What follows belongs to an exercise in optimizing a design on an open flow for small area; a production flow would make more cautious choices.
Function was checked by simulation only, so behaviour that the tests miss may differ from the original.
No run shown here takes its clock network from TritonCTS; it comes from the design's own scripts or RTL.
The clock port is modelled as an ideal driver, which makes a skipped or thinned clock tree look cheaper than it is; a real chip needs a root buffer or a tree.
No activity file was given, so power comes from the tool's default toggle rates.

File: config.mk
export PLATFORM = sky130hd
export DESIGN_NAME = frequence_divider
export DESIGN_NICKNAME = frequence_divider
export VERILOG_FILES = /design/flow/design.v
export SDC_FILE = /design/flow/constraint.sdc
export NUM_CORES = 4
export LEC_CHECK = 0
export CAP_MARGIN = 20
export CORE_AREA = 2 2 64 64
export CTS_BUF_LIST = sky130_fd_sc_hd__clkbuf_8
export DIE_AREA = 0 0 66 66
export PLACE_DENSITY = 0.9
export SLEW_MARGIN = 20
export SYNTH_HIERARCHICAL = 1
File: constraint.sdc
create_clock -name core_clock -period 20.0 [get_ports {iClk}]
set_input_delay 4.0000 -clock core_clock [delete_from_list [all_inputs] [get_ports {iClk}]]
set_output_delay 4.0000 -clock core_clock [all_outputs]
set_load 0.01 [all_outputs]
File: design.v
module frequence_divider(input iClk, input rst, output reg oClk);
	localparam [24:0] T = 25'h1ca98db;
	reg  [24:0] s;
	wire [24:0] d;
	wire rstn, x, tcn, oclk_x, oclk_d;
	fd_inv   u_rstn (.a(rst), .y(rstn));
	fd_nand2 u_d1 (.a(rstn), .b(s[0]), .y(d[1]));
	fd_nor2  u_d2 (.a(rst), .b(s[1]), .y(d[2]));
	fd_nand2 u_d3 (.a(rstn), .b(s[2]), .y(d[3]));
	fd_nand2 u_d4 (.a(rstn), .b(s[3]), .y(d[4]));
	fd_nor2  u_d5 (.a(rst), .b(s[4]), .y(d[5]));
	fd_nand2 u_d6 (.a(rstn), .b(s[5]), .y(d[6]));
	fd_nand2 u_d7 (.a(rstn), .b(s[6]), .y(d[7]));
	fd_nor2  u_d8 (.a(rst), .b(s[7]), .y(d[8]));
	fd_nor2  u_d9 (.a(rst), .b(s[8]), .y(d[9]));
	fd_nor2  u_d10 (.a(rst), .b(s[9]), .y(d[10]));
	fd_nand2 u_d11 (.a(rstn), .b(s[10]), .y(d[11]));
	assign d[12] = s[11];
	fd_a21oi u_d13 (.a1(tcn), .a2(s[12]), .b1(rst), .y(d[13]));
	fd_nor2  u_d14 (.a(rst), .b(s[13]), .y(d[14]));
	fd_nand2 u_d15 (.a(rstn), .b(s[14]), .y(d[15]));
	fd_nor2  u_d16 (.a(rst), .b(s[15]), .y(d[16]));
	fd_nand2 u_d17 (.a(rstn), .b(s[16]), .y(d[17]));
	fd_nor2  u_d18 (.a(rst), .b(s[17]), .y(d[18]));
	fd_nand2 u_d19 (.a(rstn), .b(s[18]), .y(d[19]));
	fd_nor2  u_d20 (.a(rst), .b(s[19]), .y(d[20]));
	fd_nor2  u_d21 (.a(rst), .b(s[20]), .y(d[21]));
	fd_nand2 u_d22 (.a(rstn), .b(s[21]), .y(d[22]));
	fd_nand2 u_d23 (.a(rstn), .b(s[22]), .y(d[23]));
	assign d[24] = s[23];
	fd_xor2  u_fb (.a(s[24]), .b(s[2]), .y(x));
	fd_nand3 u_d0 (.a(rstn), .b(tcn), .c(x), .y(d[0]));
	wire [2:0] m, g;
	fd_nand4 u_m0 (.a(s[11]), .b(s[23]), .c(s[0]), .d(s[1]), .y(m[0]));
	fd_nand4 u_m1 (.a(d[3]), .b(s[3]), .c(s[4]), .d(d[6]), .y(m[1]));
	fd_nand4 u_m2 (.a(s[6]), .b(s[7]), .c(d[9]), .d(d[10]), .y(m[2]));
	fd_nor4  u_g0 (.a(m[0]), .b(s[13]), .c(s[14]), .d(d[16]), .y(g[0]));
	fd_nor4  u_g1 (.a(m[1]), .b(s[16]), .c(d[18]), .d(s[18]), .y(g[1]));
	fd_nor4  u_g2 (.a(m[2]), .b(d[20]), .c(s[20]), .d(d[23]), .y(g[2]));
	fd_nand4 u_tc (.a(g[0]), .b(g[1]), .c(g[2]), .d(d[11]), .y(tcn));
	fd_xor2  u_ox (.a(oClk), .b(tcn), .y(oclk_x));
	fd_nor2  u_od (.a(rst), .b(oclk_x), .y(oclk_d));
	always @(posedge iClk) begin
		s    <= d;
		oClk <= oclk_d;
	end
endmodule
module fd_inv(input a, output y);
	assign y = ~a;
endmodule
module fd_nand2(input a, b, output y);
	assign y = ~(a & b);
endmodule
module fd_nor2(input a, b, output y);
	assign y = ~(a | b);
endmodule
module fd_nand3(input a, b, c, output y);
	assign y = ~(a & b & c);
endmodule
module fd_nand4(input a, b, c, d, output y);
	assign y = ~(a & b & c & d);
endmodule
module fd_nor4(input a, b, c, d, output y);
	assign y = ~(a | b | c | d);
endmodule
module fd_xor2(input a, b, output y);
	assign y = a ^ b;
endmodule
module fd_a21oi(input a1, a2, b1, output y);
	assign y = ~((a1 & a2) | b1);
endmodule
File: flow/run.sh
#!/bin/bash
# The standard layout with three changes:
#  - after floorplan, every combinational gate gets the smallest drive
#    strength of its function (flow/downsize.tcl);
#  - the port buffers are buf_1 cells (BUFFER_PORTS_ARGS);
#  - the clock tree is one level of clock buffers, each at the centre of the
#    registers it drives (flow/one_clkbuf.tcl, sourced before CTS).
# Each tool's output goes to standard.log in this folder.
set -euo pipefail
export BUFFER_PORTS_ARGS="-buffer_cell sky130_fd_sc_hd__buf_1"
export POST_FLOORPLAN_TCL="$PWD/flow/downsize.tcl"
export PRE_CTS_TCL="$PWD/flow/one_clkbuf.tcl"
export CLKBUF_GROUPS="${CLKBUF_GROUPS:-sky130_fd_sc_hd__clkbuf_4 13 sky130_fd_sc_hd__clkbuf_4 13}"
bash standard.sh > standard.log 2>&1
File: flow/downsize.tcl
# Sourced by ORFS's floorplan.tcl after its own steps (POST_FLOORPLAN_TCL).
# Synthesis maps each gate module of the design on its own and its ABC script
# sizes some gates up (nor3_2, a21oi_2) to drive an unknown load. Give every
# combinational gate the smallest drive strength of its function; registers,
# buffers and the clock tree are left alone. Later repair steps still size up
# any gate that needs it.
set db [ord::get_db]
set lib_masters {}
foreach lib [$db getLibs] {
  foreach m [$lib getMasters] {
    dict set lib_masters [$m getName] $m
  }
}
set dont_use [expr { [info exists ::env(DONT_USE_CELLS)] ? $::env(DONT_USE_CELLS) : {} }]
foreach inst [[ord::get_db_block] getInsts] {
  set name [[$inst getMaster] getName]
  if { ![regexp {^(sky130_fd_sc_hd__)(a\w+|o\w+|nand\w+|nor\w+|xor\w+|xnor\w+|inv|and\w+|or\w+|mux\w+)_(\d+)$} $name -> pfx base drive] } {
    continue
  }
  if { $base eq "inv" && [string match "*clk*" [$inst getName]] } {
    continue
  }
  foreach d {0 1} {
    set cand ${pfx}${base}_$d
    if { $d >= $drive } {
      break
    }
    if { [dict exists $lib_masters $cand] && [lsearch -exact $dont_use $cand] < 0 } {
      puts "downsize: [$inst getName] $name -> $cand"
      replace_cell [$inst getName] $cand
      break
    }
  }
}
File: flow/one_clkbuf.tcl
# Sourced by ORFS's cts.tcl before it builds the clock tree. It replaces
# clock_tree_synthesis with a one-level tree: the clock port drives a few
# clock buffers, each driving a group of register clock pins directly.
# CLKBUF_GROUPS lists "cell count" pairs; the last group takes the remaining
# registers. Registers are grouped by x position (left to right) and each
# buffer sits at the centre of its group; cts.tcl's detailed placement
# legalises the buffers.
rename clock_tree_synthesis orfs_clock_tree_synthesis
proc clock_tree_synthesis { args } {
  set block [ord::get_db_block]
  set db [ord::get_db]
  set clk_src [lindex [get_property [lindex [all_clocks] 0] sources] 0]
  set clk_net [$block findNet [get_full_name $clk_src]]
  set sinks {}
  foreach it [$clk_net getITerms] {
    set bb [[$it getInst] getBBox]
    lappend sinks [list [expr { ([$bb xMin] + [$bb xMax]) / 2 }] \
      [expr { ([$bb yMin] + [$bb yMax]) / 2 }] $it]
  }
  set sinks [lsort -integer -index 0 $sinks]
  set groups $::env(CLKBUF_GROUPS)
  set ngroups [expr { [llength $groups] / 2 }]
  set start 0
  for { set g 0 } { $g < $ngroups } { incr g } {
    set cell [lindex $groups [expr { 2 * $g }]]
    set count [lindex $groups [expr { 2 * $g + 1 }]]
    if { $g == $ngroups - 1 } {
      set members [lrange $sinks $start end]
    } else {
      set members [lrange $sinks $start [expr { $start + $count - 1 }]]
    }
    incr start [llength $members]
    set inst [odb::dbInst_create $block [$db findMaster $cell] clkbuf_${g}_iClk]
    set net [odb::dbNet_create $block clknet_${g}_iClk]
    $net setSigType CLOCK
    set sx 0
    set sy 0
    foreach m $members {
      set it [lindex $m 2]
      $it disconnect
      $it connect $net
      set sx [expr { $sx + [lindex $m 0] }]
      set sy [expr { $sy + [lindex $m 1] }]
    }
    set n [llength $members]
    [$inst findITerm A] connect $clk_net
    [$inst findITerm X] connect $net
    $inst setLocation [expr { $sx / $n }] [expr { $sy / $n }]
    $inst setPlacementStatus PLACED
    puts "one_clkbuf: $cell drives $n clock pins"
  }
  global_connect
  set_propagated_clock [all_clocks]
}
File: standard.sh
#!/bin/bash
# synth_recipe.tcl (not shown) runs the flow's synth.tcl, then flattens the netlist and writes it again
# the make line also repeats each setting of config.mk as NAME=value (left out here)
make -C /OpenROAD-flow-scripts/flow DESIGN_CONFIG=/design/flow/config.mk WORK_HOME=/design/flow/orfs CLKGATE_MAP_FILE= SYNTH_SCRIPT=/design/flow/synth_recipe.tcl "${@:-finish}"
==> impl_metrics.yaml, run 1 <==
job:
  max_cap_viol_count: 0
sta:
  rsz0062_at_grt: "false"
  clock.fmax_mhz: 174.2
  timing.final.crit_period_ns: 5.742
  finalWorstSetupSlack_ns: 14.26
  period_utilization: 0.2871
  timing_worst_slew_pin_value_ns: 0.5391
  relSlewSlack: 0.6406
  setup_viol: 0
  drv_slew: 0
  timing.final.hold_violations: 0
  setup_total_negative_slack_ns: 0
  fin_worst_skew_ns: 0.003923
finish:
  final.fill_count: 421
  finished_layout_cells: 112
  num-nets-final: 68
  antenna_cells_inserted: 0
  drive_above_1_share: 0.03125
  postLayoutCellArea_sq_um: 760.7
  syn_to_final_growth_pct: 8.571
placement:
  place_ws_ns: 14.04
  port_buffers: 2
  hpwlAfterDp_um: 702.6
  gp_weighted_congestion: 0.6939
  dpl-instance-area_sq_um: 745.7
  place_inst: 110
synth:
  synthMuxAreaShare: 0
  synth-seq-cells: 26
  synthesis.area_sq_um: 700.7
  most_frequent_cell_after_synthesis: "sky130_fd_sc_hd__dfxtp_1"
  top_ff_cell_synth: "sky130_fd_sc_hd__dfxtp_1"
  synth.cells.most_frequent: "sky130_fd_sc_hd__dfxtp_1, sky130_fd_sc_hd__nand2_1, sky130_fd_sc_hd__nor2_1"
  synthXorXnorAreaFrac: 0.02500
  synth_top_area_share: 0.7429
  synth_edf_count: 0
  synth_simple_gate_area_frac: 0.2143
  synthesis.yosys.warnings: 7
  ys_async_sr_fraction: 0
  synthesized_netlist_cell_count: 60
  avgSynthCellArea_sq_um: 11.68
  synth_compound_gate_area_share: 0.01250
  synth_adder_area_share: 0
  synth_sequential_area_ratio: 0.7429
  synthTopCellsByArea: "sky130_fd_sc_hd__dfxtp_1, sky130_fd_sc_hd__nand2_1, sky130_fd_sc_hd__nor2_1"
  syn_nets: 62
  yosys.area.top_type: "sky130_fd_sc_hd__dfxtp_1"
  synth_top_family_by_area: "simple AND/OR/NAND/NOR gates"
  synth_cell_types: 9
grt:
  grt_antenna_before_repair: 0
  first_global_vias: 427
  grt_first_pass_wirelength_um: 1752
  maximum_number_of_pins_on_one_net_before_global_route_repair: 14
  globalRoute.totalOverflow: 0
  grtUsageTotal: 0.04750
die:
  dieHeight_um: 66
  floorplan.initialDensity: 0.1900
  die_width_um: 66
  num_rows: 22
  floorplan.die_area_sq_um: 4356
  design.core.area_sq_um: 3689
  pin_count: 3
min_path:
  worst_min_delay_path_category: "reg2reg"
  hold_end: "s[24]"
  timing.hold.worst.start: "s[23]"
  min_delay_path_depth: 0
route:
  route.vias.total: 400
  detail_route.vias_per_cell: 3.571
  wirelength_um: 938
  ant_nets: 0
  drtPass1Iterations: 3
  post_drt_wl_per_cell_um: 8.375
  drc_errors: 0
  dr.first_iter.drc_count: 11
status:
  result_of_the_run: "finished clean"
pwr:
  power_density_nw_per_um2: 97.74
  peakVddDrop_mv: 0.03621
  power.static_leakage_nw: 0.2929
  pwr_total_w: 0.00007436
setup_path:
  timing_worst_setup_path_type: "in2reg"
  worst_r2r_endpoint: "oClk"
  regToRegStartpoint: "s[9]"
  ff2ff_setup_slack_ns: 18.54
  worstPathRequired_ns: 20.06
  crit_arrival_ns: 5.80
  worst_r2r_path_depth: 6
  startpoint_kind_of_the_worst_setup_timing_path: "input pin"
  timing.critical_path.to_type: "flop"
  crit_path_max_fanout: 13
clock_network:
  worst_skew_pair_later_pin_latency_ns: 0.17
  cts-hold-fix-buffers: 0
  path_clk_slew_ns: 0.12
  cts.repair.resized: 0
  postCtsSetupBuffers: 0
[worst max-delay path, stage by stage]
cell and delay [ns]:
sky130_fd_sc_hd__buf_1 0.41, sky130_fd_sc_hd__inv_1 0.32, sky130_fd_sc_hd__nand2_1 0.17, sky130_fd_sc_hd__nand4_1 0.12
sky130_fd_sc_hd__nor4_1 0.29, sky130_fd_sc_hd__nand4_1 0.22, sky130_fd_sc_hd__xor2_1 0.21, sky130_fd_sc_hd__nor2_1 0.06
[placed cells by master, fill, tap and decap left out, drive strengths merged]
cell type / Yosys / routed
a21oi: 1 / 1
buf: 0 / 2
clkbuf: 0 / 2
dfxtp: 26 / 26
inv: 1 / 1
nand2: 11 / 11
nand3: 1 / 1
nand4: 4 / 4
nor2: 11 / 11
nor4: 3 / 3
xor2: 2 / 2
[metal layers]
metal,vias to the layer above,wire [um],global-route usage
met1,188,466,0.05956
met3,3,43,0.006814
met4,0,10,0.005102
met2,4,418,0.08838
met5,-,0,0
li1,205,-,-
[modules after synthesis (local to each module, per instance), a selection]
module / flip-flops and latches / cell area (sq um) / cells
fd_inv: 0 / 3.754 / 1
fd_nor2: 0 / 3.754 / 1
fd_nand3: 0 / 5.005 / 1
fd_nand2: 0 / 3.754 / 1
fd_a21oi: 0 / 8.758 / 1
fd_nand4: 0 / 6.256 / 1
fd_nor4: 0 / 12.51 / 1
[stage by stage]
stage                     hold WS, ns    util
final                          0.3584  0.2062
after floorplan                0.3304       -
after CTS                      0.3663  0.2062
after global placement         0.3396  0.2022
after detailed placement       0.3423  0.2022
after global routing           0.3770  0.2062
[how the worst max path moves through the flow]
stage | from | endpoint | slack (ns) | cells after the start
6_report | rst | oClk | 14.26 | 8
3_5_place_dp | rst | oClk | 14.04 | 8
3_3_place_gp | rst | oClk | 14.14 | 8
5_1_grt | rst | oClk | 13.99 | 8
4_1_cts | rst | oClk | 14.23 | 8
2_1_floorplan | rst | oClk | 14.93 | 7
[power by group]
part / total (W) / switching, W / internal (W) / leakage (nW)
clock network: 0.0000161 / 0.0000113 / 0.00000482 / 0.00920
logic: 0.00000276 / 0.00000175 / 0.00000101 / 0.0680
registers: 0.0000555 / 0.00000107 / 0.0000544 / 0.216
[final cells by class]
type | instances | area, sq um | share of cell area
Inverter | 1 | 3.754 | 0.004934
Sequential cell | 26 | 520.5 | 0.6842
Multi-Input combinational cell | 33 | 153.9 | 0.2023
Tap cell | 48 | 60.06 | 0.07895
Timing Repair Buffer | 2 | 7.507 | 0.009868
Buffer | 2 | 15.01 | 0.01974
[state kept, by name (all words and copies together), names as in the netlist]
| signal | flops |
|---|---|
| s | 25 |
| oClk | 1 |
[kinds of logic (layout without fill, tap and decap cells)]
kind of cell | Yosys count | in the layout
AOI/OAI and AO/OA | 1 | 1
xor gates and xnor gates | 2 | 2
buffers and inverters | 1 | 5
DFF | 26 | 26
and+or+nand+nor | 30 | 30
==> inputs of run 2 (changes only) <==
==> design.v (replaced) <==
module frequence_divider(input iClk, input rst, output reg oClk);
	localparam [24:0] T = 25'h1ed8ca8;
	reg  [24:0] s;
	wire [24:0] d;
	wire rstn, x, tcn, oclk_x, oclk_d;
	fd_inv   u_rstn (.a(rst), .y(rstn));
	assign d[1] = s[0];
	fd_a21oi u_d2 (.a1(tcn), .a2(s[1]), .b1(rst), .y(d[2]));
	fd_nand2 u_d3 (.a(rstn), .b(s[2]), .y(d[3]));
	fd_nor2  u_d4 (.a(rst), .b(s[3]), .y(d[4]));
	fd_nand2 u_d5 (.a(rstn), .b(s[4]), .y(d[5]));
	fd_nor2  u_d6 (.a(rst), .b(s[5]), .y(d[6]));
	fd_nand2 u_d7 (.a(rstn), .b(s[6]), .y(d[7]));
	fd_nor2  u_d8 (.a(rst), .b(s[7]), .y(d[8]));
	fd_nor2  u_d9 (.a(rst), .b(s[8]), .y(d[9]));
	assign d[10] = s[9];
	fd_nand3 u_d11 (.a(rstn), .b(tcn), .c(s[10]), .y(d[11]));
	fd_nor2  u_d12 (.a(rst), .b(s[11]), .y(d[12]));
	fd_nor2  u_d13 (.a(rst), .b(s[12]), .y(d[13]));
	fd_nor2  u_d14 (.a(rst), .b(s[13]), .y(d[14]));
	fd_nand2 u_d15 (.a(rstn), .b(s[14]), .y(d[15]));
	fd_nand2 u_d16 (.a(rstn), .b(s[15]), .y(d[16]));
	fd_nor2  u_d17 (.a(rst), .b(s[16]), .y(d[17]));
	fd_nand2 u_d18 (.a(rstn), .b(s[17]), .y(d[18]));
	fd_nand2 u_d19 (.a(rstn), .b(s[18]), .y(d[19]));
	fd_nor2  u_d20 (.a(rst), .b(s[19]), .y(d[20]));
	fd_nand2 u_d21 (.a(rstn), .b(s[20]), .y(d[21]));
	fd_nand2 u_d22 (.a(rstn), .b(s[21]), .y(d[22]));
	assign d[23] = s[22];
	fd_nand3 u_d24 (.a(rstn), .b(tcn), .c(s[23]), .y(d[24]));
	fd_xor2  u_fb (.a(s[24]), .b(s[21]), .y(x));
	fd_nor2  u_d0 (.a(rst), .b(x), .y(d[0]));
	wire [2:0] m, g;
	fd_nand4 u_m0 (.a(s[22]), .b(s[24]), .c(d[3]), .d(s[3]), .y(m[0]));
	fd_nand4 u_m1 (.a(d[5]), .b(s[5]), .c(d[7]), .d(s[7]), .y(m[1]));
	fd_nand4 u_m2 (.a(d[9]), .b(s[11]), .c(d[13]), .d(d[14]), .y(m[2]));
	fd_nor4  u_g0 (.a(m[0]), .b(s[0]), .c(s[9]), .d(d[16]), .y(g[0]));
	fd_nor4  u_g1 (.a(m[1]), .b(d[17]), .c(s[17]), .d(d[19]), .y(g[1]));
	fd_nor4  u_g2 (.a(m[2]), .b(d[20]), .c(s[20]), .d(d[22]), .y(g[2]));
	fd_nand4 u_tc (.a(g[0]), .b(g[1]), .c(g[2]), .d(d[15]), .y(tcn));
	fd_xor2  u_ox (.a(oClk), .b(tcn), .y(oclk_x));
	fd_nor2  u_od (.a(rst), .b(oclk_x), .y(oclk_d));
	always @(posedge iClk) begin
		s    <= d;
		oClk <= oclk_d;
	end
endmodule
module fd_inv(input a, output y);
	assign y = ~a;
endmodule
module fd_nand2(input a, b, output y);
	assign y = ~(a & b);
endmodule
module fd_nor2(input a, b, output y);
	assign y = ~(a | b);
endmodule
module fd_nand3(input a, b, c, output y);
	assign y = ~(a & b & c);
endmodule
module fd_nand4(input a, b, c, d, output y);
	assign y = ~(a & b & c & d);
endmodule
module fd_nor4(input a, b, c, d, output y);
	assign y = ~(a | b | c | d);
endmodule
module fd_xor2(input a, b, output y);
	assign y = a ^ b;
endmodule
module fd_a21oi(input a1, a2, b1, output y);
	assign y = ~((a1 & a2) | b1);
endmodule
==> run 2 against run 1 <==
  * Still clean
  * Wire length increased by 5.9%
  * Design area decreased by 0.33%
  * Die area unchanged
  * Synthesized cell count decreased by 1.7%
  * Sequential power about the same
  * Clock power about the same
  * Cell count decreased by 0.89%
==> impl_metrics.yaml, run 2 <==
finish:
  mostFrequentLayoutCells: "sky130_fd_sc_hd__dfxtp_1, sky130_fd_sc_hd__nor2_1, sky130_fd_sc_hd__nand2_1, sky130_fd_sc_hd__nand4_1, sky130_fd_sc_hd__nor4_1"
  antenna_cells_inserted: 0
  postLayoutCellArea_sq_um: 758.2
  num-nets-final: 67
  drive_above_1_share: 0.03175
  registers_with_the_most_flip_flops: "s (25), oClk (1)"
  number_of_flip_flops_in_the_largest_register: 25
  max_flop_register: "s"
  syn_to_final_growth_pct: 8.602
  final.fill_count: 422
  mostFrequentLayoutCell: "sky130_fd_sc_hd__dfxtp_1"
grt:
  maximum_number_of_pins_on_one_net_before_global_route_repair: 14
  top_usage_layer: "met2"
  first_global_vias: 431
  grt_first_pass_wirelength_um: 1807
  global_route.usage.met2: 0.09848
  grtUsageTotal: 0.05009
  globalRoute.totalOverflow: 0
  groute.layer.met3.usage: 0.005111
  grtUsageMet1: 0.06092
  grt_antenna_before_repair: 0
clock_network:
  worst_skew_pair_later_pin_latency_ns: 0.17
  path_clk_slew_ns: 0.12
  cts-hold-fix-buffers: 0
  postCtsSetupBuffers: 0
  cts.repair.resized: 0
die:
  num_rows: 22
  design.core.area_sq_um: 3689
  die_width_um: 66
  floorplan.initialDensity: 0.1893
  pin_count: 3
  dieHeight_um: 66
  floorplan.die_area_sq_um: 4356
synth:
  most_frequent_cell_after_synthesis: "sky130_fd_sc_hd__dfxtp_1"
  synthesized_netlist_cell_count: 59
  top_ff_cell_synth: "sky130_fd_sc_hd__dfxtp_1"
  ys_async_sr_fraction: 0
  syn_nets: 61
  synth_edf_count: 0
  synthesis.yosys.warnings: 7
  synth_sequential_area_ratio: 0.7455
  synthTopCellsByArea: "sky130_fd_sc_hd__dfxtp_1, sky130_fd_sc_hd__nor2_1, sky130_fd_sc_hd__nor4_2"
  yosys.area.top_type: "sky130_fd_sc_hd__dfxtp_1"
  synth-seq-cells: 26
  synth.cells.most_frequent: "sky130_fd_sc_hd__dfxtp_1, sky130_fd_sc_hd__nor2_1, sky130_fd_sc_hd__nand2_1"
  synth_cell_types: 9
  synthesis.area_sq_um: 698.2
  synth_top_area_share: 0.7455
  avgSynthCellArea_sq_um: 11.83
setup_path:
  timing_worst_setup_path_type: "in2reg"
  crit_path_max_fanout: 13
  startpoint_kind_of_the_worst_setup_timing_path: "input pin"
  crit_arrival_ns: 5.74
  worstPathRequired_ns: 20.06
  timing.critical_path.to_type: "flop"
sta:
  rsz0062_at_grt: "false"
  setup_viol: 0
  timing.final.crit_period_ns: 5.682
  setup_total_negative_slack_ns: 0
  clock.fmax_mhz: 176.0
  drv_slew: 0
  period_utilization: 0.2841
  timing_worst_slew_pin_value_ns: 0.5119
  relSlewSlack: 0.6587
  fin_worst_skew_ns: 0.001045
  timing.final.hold_violations: 0
pwr:
  internal_power_w: 0.00006009
  peakVddDrop_mv: 0.04488
  comb_power_share: 0.034
  power_density_nw_per_um2: 98.04
  power.net_switching_w: 0.00001425
  pwr_total_w: 0.00007434
  power.clock.fraction: 0.220
  seq_power_share: 0.746
  power.static_leakage_nw: 0.2899
  switching_share: 0.1916
route:
  drtPass1Iterations: 1
  ant_nets: 0
  dr.first_iter.drc_count: 0
  wirelength_um: 993
  drc_errors: 0
  route.vias.total: 387
  detail_route.vias_per_cell: 3.486
  post_drt_wl_per_cell_um: 8.946
min_path:
  worst_min_delay_path_category: "reg2reg"
status:
  result_of_the_run: "finished clean"
placement:
  port_buffers: 2
  gp_weighted_congestion: 0.8303
  dpl-instance-area_sq_um: 743.2
job:
  max_cap_viol_count: 0
==> run 2: cell types whose count changed after synthesis, sizes merged <==
cell	before	now
nand2	11	9
nand3	1	2
==> run 2: logic make-up after synthesis <==
group | Yosys count | synth area share
AO/OA/AOI/OAI | 1 | 0.01255
XOR/XNOR | 2 | 0.02509
buffers and inverters | 1 | 0.005371
flip-flops | 26 | 0.7455
AND/OR/NAND/NOR | 29 | 0.2115
==> run 2: Yosys stat by module, one instance, submodules excluded, a selection <==
module,cells,flops+latches
fd_xor2,1,0
fd_nand3,1,0
fd_a21oi,1,0
fd_inv,1,0
fd_nor4,1,0
frequence_divider,26,26
==> run 2: power groups by stage <==
stage	combinational, W	clock [W]	sequential (W)
global route	0.00000295	0.0000187	0.0000557
floorplan	0.00000203	0	0.0000564
CTS	0.00000258	0.0000169	0.0000555
finish	0.00000251	0.0000164	0.0000555
detailed placement	0.00000257	0	0.0000567
global placement	0.00000249	0	0.0000565
==> run 2: final cells by class <==
cell class                 count  area (sq um)  area share
buffer                         2         15.01     0.01980
inverter                       1         3.754    0.004950
multi-input combinational     32         151.4      0.1997
sequential                    26         520.5      0.6865
tap                           48         60.06     0.07921
timing repair buffer           2         7.507    0.009901
==> run 2: worst paths after layout <==
kind                            endpoint  cells past startpoint  slack (ns)  start
worst max register to register      oClk                      6       18.47   s[8]
worst min register to register     s[23]                      0        0.36  s[22]
worst max-delay path                oClk                      8       14.32    rst
worst min-delay path               s[23]                      0        0.36  s[22]
==> run 2: per-layer routing <==
metal  wire, um  part of all wire  vias up
li1           -                 -      205
met1        471              0.47      178
met2        495              0.50        4
met3         26             0.026        0
met4          0                 0        0
met5          0                 0        -
==> run 2: through the flow <==
step           std cells    util  setup slack (ns)  hold slack, ns
2_1_floorplan         59       -             14.90          0.3313
3_3_place_gp         109  0.2015             14.17          0.3442
3_5_place_dp         109  0.2015             14.10          0.3434
4_1_cts              111  0.2056             14.30          0.3656
5_1_grt              111  0.2056             14.03          0.3691
6_report             111  0.2056             14.32          0.3628
==> run 2: worst max-delay path, stage by stage <==
cell,delay (ns)
sky130_fd_sc_hd__buf_1,0.39
sky130_fd_sc_hd__inv_1,0.29
sky130_fd_sc_hd__nand2_1,0.15
sky130_fd_sc_hd__nand4_1,0.11
sky130_fd_sc_hd__nor4_1,0.28
sky130_fd_sc_hd__nand4_1,0.24
sky130_fd_sc_hd__xor2_1,0.21
sky130_fd_sc_hd__nor2_1,0.06

## what the ideal ports hide
The results above use ideal ports. As a check the final layouts listed here were re-extracted and re-timed, cells and wires unchanged.
Step 1 sets driving cells, clkbuf_16 on the clock port and buf_2 on the other inputs (assumed; they add their load-dependent delay and slew).
Step 2 times the ports against the registers' clock, not the clock port: input delays grow and output delays shrink by t, the midpoint of the rising clock arrivals with the driver on.
Three values: ideal, step 1, step 2; two values: the first two.
run	t, ns	setup WS [ns]	worst hold slack (ns)	worst setup path after step 2
run 1	0.195	14.258 / 14.260 / 14.065	0.358 / 0.358 / 0.358	input to register
run 2	0.196	14.318 / 14.319 / 14.123	0.363 / 0.363 / 0.363	input to register
After both steps setup and hold are still met in every run listed. The setup slack of run 2, which loses most, moves by +0.001 ns with the drivers and by -0.195 ns with both steps.
